What follows belongs to an exercise in optimizing a design on an open flow for small area; a production flow would make more cautious choices.
RTL that was checked went through simulation tests only; none was proved equivalent to the original.
Power is estimated from default activity; no workload was simulated.

==> flow/design.v <==
`timescale 1ns / 1ps
module compare(
	clk, rst,
	valid_dog,
    data_dog1, data_dog2, data_dog3,
	cpr_end,
	cnt_seed,
	valid_max,
	addr_max
    );
  input clk, rst;
  input valid_dog;
  input signed [7:0] data_dog1, data_dog2, data_dog3;
  output reg valid_max;    
  output reg cpr_end;
  output reg [8:0] cnt_seed;
  output [15:0] addr_max;
  function gt7;
    input [6:0] a, b;
    integer i;
    reg g;
    begin
      g = 1'b0;
      for (i = 0; i < 7; i = i + 1)
        g = (a[i] & ~b[i]) | (a[i] & g) | (~b[i] & g);
      gt7 = g;
    end
  endfunction
  reg [11:0] pos;
  wire [5:0] col = pos[5:0];    
  wire [5:0] row = pos[11:6];   
  wire win_hit = (col >= 6'd17) && (col <= 6'd44);
  wire win_wr = (col >= 6'd17) && (col <= 6'd46);
  wire row_ok = (row >= 6'd18) && (row <= 6'd45);
  wire [6:0] x1, x2, x3;
  compare_one c1 (.data_dog(data_dog1), .data_clip(x1));
  compare_one c2 (.data_dog(data_dog2), .data_clip(x2));
  compare_one c3 (.data_dog(data_dog3), .data_clip(x3));
  wire g31 = gt7(x3, x1);
  wire [6:0] x13 = g31 ? x3 : x1;
  wire g2 = gt7(x2, x13);
  wire [6:0] a_in = g2 ? x2 : x13;
  reg [6:0] a1, a2;    
  reg ok1;             
  reg ok2;             
  wire [7:0] r0, r1, r2;    
  Line_buff #(.NUM(32), .DW(8)) store (
	.clk(clk),
	.load(win_wr),
	.data_in({ok2 && gt7(a2, a1), a2}),
	.data_out(r0),
	.tap1(r1),
	.tap2(r2)
	);
  always @(posedge clk) begin
    a1 <= a_in;
    a2 <= a1;
    ok1 <= g2 && gt7(x2, a1) && (x2[6:1] != 6'd0);
    ok2 <= ok1 && gt7(a1, r0[6:0]) && gt7(a1, r1[6:0]) && gt7(a1, r2[6:0]);
  end
  reg hp;
  always @(posedge clk or negedge rst)
    if (!rst) begin
      pos <= 12'd4030;
      hp <= 1'b0;
      cnt_seed <= 9'd0;
    end else begin
      if (valid_dog)
        pos <= pos + 12'd1;
      hp <= win_hit && row_ok && r1[7] && gt7(r1[6:0], a1) && gt7(r1[6:0], a2);
      if (valid_max)
        cnt_seed <= cnt_seed + 9'd1;
    end
  always @(*) valid_max = hp && gt7(r0[6:0], a1);
  assign addr_max = {4'd0, pos & {12{valid_max}}};
  reg prev_valid, run;
  reg [5:0] q;
  wire start = prev_valid && !valid_dog;
  always @(posedge clk)
    q <= start ? 6'd0 : q + 6'd1;
  always @(posedge clk or negedge rst)
    if (!rst) begin
      prev_valid <= 1'b0;
      run <= 1'b0;
      cpr_end <= 1'b0;
    end else begin
      prev_valid <= valid_dog;
      run <= start || (run && q != 6'd63);
      cpr_end <= run && q == 6'd63;
    end
endmodule
`timescale 1ns / 1ps
module compare_one(
	data_dog,
	data_clip
    );
  input signed [7:0] data_dog;
  output [6:0] data_clip;
  assign data_clip = data_dog[6:0] & {7{~data_dog[7]}};
endmodule
`timescale 1ns / 1ps
module Line_buff(
	clk,
	load,
	data_in,
	data_out,
	tap1,
	tap2
    );
    parameter NUM = 32,
              DW = 8;
    input clk;
    input load;
    input [DW-1:0] data_in;
    output [DW-1:0] data_out;
    output [DW-1:0] tap1;
    output [DW-1:0] tap2;
    reg [DW-1:0] data_tem[0:NUM-1];
    assign data_out = data_tem[NUM-1];
    assign tap1 = data_tem[NUM-2];
    assign tap2 = data_tem[NUM-3];
    generate
    genvar i;
    for(i=0;i<NUM;i=i+1)
    	begin : stage
    	always@(posedge clk)
    		if(i==0)
    			data_tem[i] <= load ? data_in : data_tem[NUM-1];
    		else
    			data_tem[i] <= data_tem[i-1];
    	end
    endgenerate
endmodule
clock: 4.0 ns
lec_check: 0
cap_margin: 20
core_margin: 2
core_utilization: 40
slew_margin: 20
run.sh (not shown) runs the stock make flow with config.mk's settings and CLKGATE_MAP_FILE= SYNTH_SCRIPT=/design/flow/synth_recipe.tcl, a recipe that flattens the netlist after the stock synthesis.
Edit:
==> flow/design.v (replaced) <==
`timescale 1ns / 1ps
module compare(
	clk, rst,
	valid_dog,
    data_dog1, data_dog2, data_dog3,
	cpr_end,
	cnt_seed,
	valid_max,
	addr_max
    );
  input clk, rst;
  input valid_dog;
  input signed [7:0] data_dog1, data_dog2, data_dog3;
  output reg valid_max;
  output reg cpr_end;
  output reg [8:0] cnt_seed;
  output [15:0] addr_max;
  function gt7;
    input [6:0] a, b;
    integer i;
    reg g;
    begin
      g = 1'b0;
      for (i = 0; i < 7; i = i + 1)
        g = (a[i] & ~b[i]) | (a[i] & g) | (~b[i] & g);
      gt7 = g;
    end
  endfunction
  reg [11:0] pos;
  wire [5:0] col = pos[5:0];    
  wire [5:0] row = pos[11:6];   
  wire win_hit = (col >= 6'd17) && (col <= 6'd44);
  wire win_wr = (col >= 6'd18) && (col <= 6'd45);
  wire row_ok = (row >= 6'd18) && (row <= 6'd45);
  wire [6:0] x1, x2, x3;
  compare_one c1 (.data_dog(data_dog1), .data_clip(x1));
  compare_one c2 (.data_dog(data_dog2), .data_clip(x2));
  compare_one c3 (.data_dog(data_dog3), .data_clip(x3));
  wire g21 = gt7(x2, x1);
  wire g23 = gt7(x2, x3);
  wire g31 = gt7(x3, x1);
  wire [6:0] a_in = (g21 & g23) ? x2 : (g31 ? x3 : x1);
  reg [6:0] a1, a2;    
  reg [6:0] m;         
  reg ok1, ok2;        
  wire ge12 = ~gt7(a2, a1);
  wire [6:0] mx12 = ge12 ? a1 : a2;
  wire [6:0] h_new = gt7(m, a1) ? m : a1;
  wire [7:0] head, head1;
  wire [6:0] hx = head[6:0];
  wire flag_new = ok2 && !ge12 && gt7(a2, hx);
  Line_buff #(.NUM(32), .DW(8)) store (
	.clk(clk),
	.load(win_wr),
	.data_in({flag_new, h_new}),
	.data_out(head),
	.data_next(head1)
	);
  always @(posedge clk) begin
    a1 <= a_in;
    a2 <= a1;
    m <= mx12;
    ok1 <= g21 && g23 && gt7(x2, a1) && (x2[6:1] != 6'd0);
    ok2 <= ok1;
  end
  wire [6:0] hx1 = head1[6:0];
  wire hit = win_hit && row_ok && head1[7] && gt7(hx1, mx12)
             && gt7(hx1, x1) && gt7(hx1, x2) && gt7(hx1, x3);
  always @(posedge clk or negedge rst)
    if (!rst) begin
      pos <= 12'd4030;
      valid_max <= 1'b0;
      cnt_seed <= 9'd0;
    end else begin
      if (valid_dog)
        pos <= pos + 12'd1;
      valid_max <= hit;
      if (valid_max)
        cnt_seed <= cnt_seed + 9'd1;
    end
  assign addr_max = {4'd0, pos & {12{valid_max}}};
  reg prev_valid, run;
  reg [5:0] q;
  wire start = prev_valid && !valid_dog;
  always @(posedge clk)
    q <= start ? 6'd0 : q + 6'd1;
  always @(posedge clk or negedge rst)
    if (!rst) begin
      prev_valid <= 1'b0;
      run <= 1'b0;
      cpr_end <= 1'b0;
    end else begin
      prev_valid <= valid_dog;
      run <= start || (run && q != 6'd63);
      cpr_end <= run && q == 6'd63;
    end
endmodule
`timescale 1ns / 1ps
module compare_one(
	data_dog,
	data_clip
    );
  input signed [7:0] data_dog;
  output [6:0] data_clip;
  assign data_clip = data_dog[6:0] & {7{~data_dog[7]}};
endmodule
`timescale 1ns / 1ps
module Line_buff(
	clk,
	load,
	data_in,
	data_out,
	data_next
    );
    parameter NUM = 32,
              DW = 8;
    input clk;
    input load;
    input [DW-1:0] data_in;
    output [DW-1:0] data_out;
    output [DW-1:0] data_next;    
    reg [DW-1:0] data_tem[0:NUM-1];
    assign data_out = data_tem[NUM-1];
    assign data_next = data_tem[NUM-2];
    generate
    genvar i;
    for(i=0;i<NUM;i=i+1)
    	begin : stage
    	always@(posedge clk)
    		if(i==0)
    			data_tem[i] <= load ? data_in : data_tem[NUM-1];
    		else
    			data_tem[i] <= data_tem[i-1];
    	end
    endgenerate
endmodule
- The new run ran to the end with no violations
- worst hold slack improved by 0.089 ns
- design area goes up by a few percent
- power goes up by a little under a tenth
- non-clock buffer count goes up by 1
- global-route usage goes up by 0.60 points
- final cell count goes up by a little under a tenth
- clock-buffer cell count goes up by 1
- routed wire length goes up by about a fifth
- setup slack improved by 0.84 ns
- combinational power goes up by a quarter to a third
- sequential cell count goes up by 7
- synthesized area goes up by a few percent
- maximum frequency goes up by a quarter to a third
Function not checked in the first run of this note: the RTL went through the layout flow alone.

---

## red
compare, a different RTL version from the one above (not shown whole).
Size in the first run: about 580 cells after synthesis, ~54 I/O pins, about 7800 µm² of cells after synthesis.
==> module compare, before the edit <==
module compare(
	clk, rst,
	valid_dog,
    data_dog1, data_dog2, data_dog3,
	cpr_end,
	cnt_seed,
	valid_max,
	addr_max
    );
  input clk, rst;
  input valid_dog;
  input signed [7:0] data_dog1, data_dog2, data_dog3;
  output reg valid_max;
  output reg cpr_end;
  output reg [8:0] cnt_seed;
  output [15:0] addr_max;
  function gt7;
    input [6:0] a, b;
    integer i;
    reg g;
    begin
      g = 1'b0;
      for (i = 0; i < 7; i = i + 1)
        g = (a[i] & ~b[i]) | (a[i] & g) | (~b[i] & g);
      gt7 = g;
    end
  endfunction
  function gt8;
    input [7:0] a, b;
    integer i;
    reg g;
    begin
      g = 1'b0;
      for (i = 0; i < 8; i = i + 1)
        g = (a[i] & ~b[i]) | (a[i] & g) | (~b[i] & g);
      gt8 = g;
    end
  endfunction
  reg [11:0] pos;
  wire [5:0] col = pos[5:0];    
  wire [5:0] row = pos[11:6];   
  wire win_hit = (col >= 6'd17) && (col <= 6'd44);
  wire win_wr = (col >= 6'd16) && (col <= 6'd45);
  wire row_ok = (row >= 6'd18) && (row <= 6'd45);
  function sgt8;
    input [7:0] a, b;
    sgt8 = gt8({~a[7], a[6:0]}, {~b[7], b[6:0]});
  endfunction
  wire [7:0] d13 = sgt8(data_dog3, data_dog1) ? data_dog3 : data_dog1;
  wire g2 = sgt8(data_dog2, d13);
  wire [7:0] dmax = g2 ? data_dog2 : d13;
  wire [6:0] a_in = dmax[6:0] & {7{~dmax[7]}};
  wire [6:0] x13 = d13[6:0] & {7{~d13[7]}};
  wire [6:0] x2 = data_dog2[6:0] & {7{~data_dog2[7]}};
  reg [6:0] a1;        
  reg ok1;             
  reg ok2;             
  wire [6:0] u1;       
  wire f1;             
  wire [6:0] u2;       
  wire [6:0] w0;       
  Line_buff #(.NUM(32), .DW(7)) store (
	.clk(clk),
	.load(win_wr),
	.data_in(a1),
	.flag_in(ok2 && gt7(w0, a1)),
	.data_last(u1),
	.flag_last(f1),
	.data_prev(u2),
	.data_first(w0)
	);
  always @(posedge clk) begin
    a1 <= a_in;
    ok1 <= g2 && gt7(x2, a1) && gt7(x2, u1) && (x2[6:1] != 6'd0);
    ok2 <= ok1 && gt7(a1, u1) && gt7(a1, u2);
  end
  always @(posedge clk or negedge rst)
    if (!rst) begin
      pos <= 12'd4030;
      valid_max <= 1'b0;
      cnt_seed <= 9'd0;
    end else begin
      pos <= pos ^ pos_t;
      valid_max <= win_hit && row_ok && f1 && gt7(u1, w0) && gt7(u1, a1)
                   && gt7(u1, x13) && gt7(u1, x2);
      cnt_seed <= cnt_seed ^ cnt_t;
    end
  assign addr_max = {4'd0, pos & {12{valid_max}}};
  reg [11:0] pos_t;
  reg [8:0] cnt_t;
  integer i;
  always @(*) begin
    pos_t[0] = valid_dog;
    for (i = 1; i < 12; i = i + 1)
      pos_t[i] = pos_t[i-1] & pos[i-1];
    cnt_t[0] = valid_max;
    for (i = 1; i < 9; i = i + 1)
      cnt_t[i] = cnt_t[i-1] & cnt_seed[i-1];
  end
  reg prev_valid, run;
  reg [6:0] q;
  wire start = prev_valid && !valid_dog;
  wire q_end = (q == 7'd113);
  always @(posedge clk)
    q <= start ? 7'd0 : {q[5:0], ~(q[6] ^ q[5])};
  always @(posedge clk or negedge rst)
    if (!rst) begin
      prev_valid <= 1'b0;
      run <= 1'b0;
    end else begin
      prev_valid <= valid_dog;
      run <= start || (run && !q_end);
    end
  always @(*) cpr_end = run && q_end;    
endmodule
==> flow/config.mk <==
export PLATFORM = sky130hd
export DESIGN_NAME = compare
export DESIGN_NICKNAME = compare
export VERILOG_FILES = /design/flow/design.v
export SDC_FILE = /design/flow/constraint.sdc
export NUM_CORES = 4
export LEC_CHECK = 0
export ABC_AREA = 1
export CAP_MARGIN = 20
export CORE_MARGIN = 2
export CORE_UTILIZATION = 75
export CTS_BUF_LIST = sky130_fd_sc_hd__clkbuf_8
export CTS_CLUSTER_DIAMETER = 60
export CTS_CLUSTER_SIZE = 16
export SLEW_MARGIN = 20
==> flow/constraint.sdc <==
create_clock -name core_clock -period 4.0 [get_ports {clk}]
set_input_delay 0.8000 -clock core_clock [delete_from_list [all_inputs] [get_ports {clk}]]
set_output_delay 0.8000 -clock core_clock [all_outputs]
set_load 0.01 [all_outputs]
standard.sh (not shown) runs the stock make flow with config.mk's settings and CLKGATE_MAP_FILE= SYNTH_SCRIPT=/design/flow/synth_recipe.tcl, a recipe that flattens the netlist after the stock synthesis.
==> flow/flow/run.sh <==
#!/bin/bash
# The standard layout (the standard.sh), with three changes:
# - after the standard synthesis, the gates between the flip-flops are
#   mapped again for area (flow/remap.tcl); the flip-flops stay as they are;
# - every input and output port is buffered by the smallest buffer cell;
# - the clock tree is built of clkbuf_8 cells without dummy loads.
set -euo pipefail
export BUFFER_PORTS_ARGS="-buffer_cell sky130_fd_sc_hd__buf_1"
export CTS_ARGS="-sink_clustering_enable -repair_clock_nets -sink_clustering_size 18 -sink_clustering_max_diameter 60 -buf_list sky130_fd_sc_hd__clkbuf_8 -dont_use_dummy_load"

results=orfs/results/$FLOW_PLATFORM/compare/base
bash standard.sh synth > synth.log 2>&1

cp $results/1_2_yosys.v standard_1_2_yosys.v
YOSYS=$(command -v yosys || echo "$FLOW_HOME/../tools/install/yosys/bin/yosys")
REMAP_LIB=$FLOW_HOME/platforms/$FLOW_PLATFORM/lib/sky130_fd_sc_hd__tt_025C_1v80.lib \
REMAP_IN=standard_1_2_yosys.v REMAP_OUT=remap_1_2_yosys.v REMAP_STAT=remap_stat.txt \
REMAP_ABC=flow/remap.abc \
  "$YOSYS" -c flow/remap.tcl > remap.log 2>&1
cp remap_1_2_yosys.v $results/1_2_yosys.v

bash standard.sh > standard.log 2>&1
==> flow/flow/remap.abc <==
strash
&get -n
&dch -f
&nf -R 1000
&put
topo
stime -c
buffer -c
upsize -c -D 2500
dnsize -c -D 2500
stime -p
==> flow/flow/remap.tcl <==
# Maps the standard synthesis's logic between the flip-flops again, for
# area: every flip-flop (and the tie cell) is kept as the same instance of
# the same cell; only the gates between them change.
# Reads REMAP_IN, writes REMAP_OUT; REMAP_LIB is the platform's liberty and
# REMAP_ABC the abc script.
yosys read_liberty -ignore_miss_func $::env(REMAP_LIB)
yosys read_verilog $::env(REMAP_IN)
yosys hierarchy -top $::env(FLOW_TOP)
yosys setattr -mod -set keep_hierarchy 1 sky130_fd_sc_hd__df* sky130_fd_sc_hd__conb_1
yosys flatten
yosys opt_clean -purge
yosys abc -liberty $::env(REMAP_LIB) -dont_use sky130_fd_sc_hd__probe_p_8 -dont_use sky130_fd_sc_hd__probec_p_8 -dont_use sky130_fd_sc_hd__lpflow_* -script $::env(REMAP_ABC)
yosys opt_clean -purge
yosys splitnets
yosys insbuf -buf sky130_fd_sc_hd__buf_4 A X
yosys opt_clean -purge
yosys rename -enumerate
yosys tee -o $::env(REMAP_STAT) stat -liberty $::env(REMAP_LIB)
yosys select $::env(FLOW_TOP)
yosys write_verilog -noattr -nohex -nodec -selected $::env(REMAP_OUT)
red ran to completion and came out clean on the timing, design-rule and antenna checks.
Setup changes, red to blue
diff --git a/flow/design.v b/flow/design.v
--- a/flow/design.v
+++ b/flow/design.v
@@ -50,10 +50,8 @@
   wire [7:0] d13 = sgt8(data_dog3, data_dog1) ? data_dog3 : data_dog1;
   wire g2 = sgt8(data_dog2, d13);
   wire [7:0] dmax = g2 ? data_dog2 : d13;
   wire [6:0] a_in = dmax[6:0] & {7{~dmax[7]}};
-  wire [6:0] x13 = d13[6:0] & {7{~d13[7]}};
-  wire [6:0] x2 = data_dog2[6:0] & {7{~data_dog2[7]}};
   reg [6:0] a1;        
   reg ok1;             
   reg ok2;             
   wire [6:0] u1;       
@@ -71,9 +69,9 @@
 	.data_first(w0)
 	);
   always @(posedge clk) begin
     a1 <= a_in;
-    ok1 <= g2 && gt7(x2, a1) && gt7(x2, u1) && (x2[6:1] != 6'd0);
+    ok1 <= g2 && gt7(a_in, a1) && gt7(a_in, u1) && (a_in[6:1] != 6'd0);
     ok2 <= ok1 && gt7(a1, u1) && gt7(a1, u2);
   end
   always @(posedge clk or negedge rst)
     if (!rst) begin
@@ -82,9 +80,9 @@
       cnt_seed <= 9'd0;
     end else begin
       pos <= pos ^ pos_t;
       valid_max <= win_hit && row_ok && f1 && gt7(u1, w0) && gt7(u1, a1)
-                   && gt7(u1, x13) && gt7(u1, x2);
+                   && gt7(u1, a_in);
       cnt_seed <= cnt_seed ^ cnt_t;
     end
   assign addr_max = {4'd0, pos & {12{valid_max}}};
   reg [11:0] pos_t;
Results
blue ran in full, but the layout does not pass; the checks complain about setup timing.
Diff red -> blue: combinational fraction of design power +1.9 points, clock power was more or less identical, fraction of area in registers decreased 3.2 points, number of buffers inserted for hold repair after clock tree synthesis roughly the same.
red → blue: count of endpoints failing setup in the final report increased by 2 relative to the old numbers, post-route met1 wirelength increased by about 7% relative to the old numbers, cell count increased by 26 relative to the old numbers, minimum clock period increased by 0.90 ns relative to the old numbers, placed cell area increased by 2.5% relative to the old numbers.
HPWL after detailed placement (lower): red
Looking only at cell area, and setting everything else aside, the higher value of red and blue goes to blue.
blue ends up with higher total design power than red does.
Cmp red and blue / final weighted congestion of routability-driven global placement / lower: red

==> re-timing with driven ports <==
The flow's constraints put no driver on any port. The routed layouts listed below were extracted and timed again, unchanged, in two steps. Step 1: set_driving_cell puts a clkbuf_16 on clk and a buf_2 on each other input, an assumption about the parent block. Step 2, shift: input delay + t, output delay - t, t = (earliest + latest rising clock arrival at the registers) / 2. This alone moves slack from input paths to output paths. Three values: no drivers, after step 1, after step 2; two values: the first two.
run | shift t [ns] | setup slack, ns | worst setup path after step 2 | latest minus earliest clock arrival (ns) | slew at the worst register clock pin (ns)
the first run of note 1 | 0.569 | 0.271 / 0.228 / 0.642 | input to register | 0.030 / 0.030 | 0.07 / 0.07
the second run of note 1 | 0.565 | 1.106 / 1.113 / 0.548 | input to register | 0.016 / 0.016 | 0.07 / 0.07
red | 0.526 | 0.673 / 0.667 / 0.142 | input to register | 0.042 / 0.041 | 0.12 / 0.12
blue | 0.538 | -0.225 / -0.224 / -0.761 | input to register | 0.025 / 0.025 | 0.11 / 0.11
The setup slack of the second run of note 1, which loses most, moves by +0.007 ns with the drivers and by -0.558 ns with both steps.
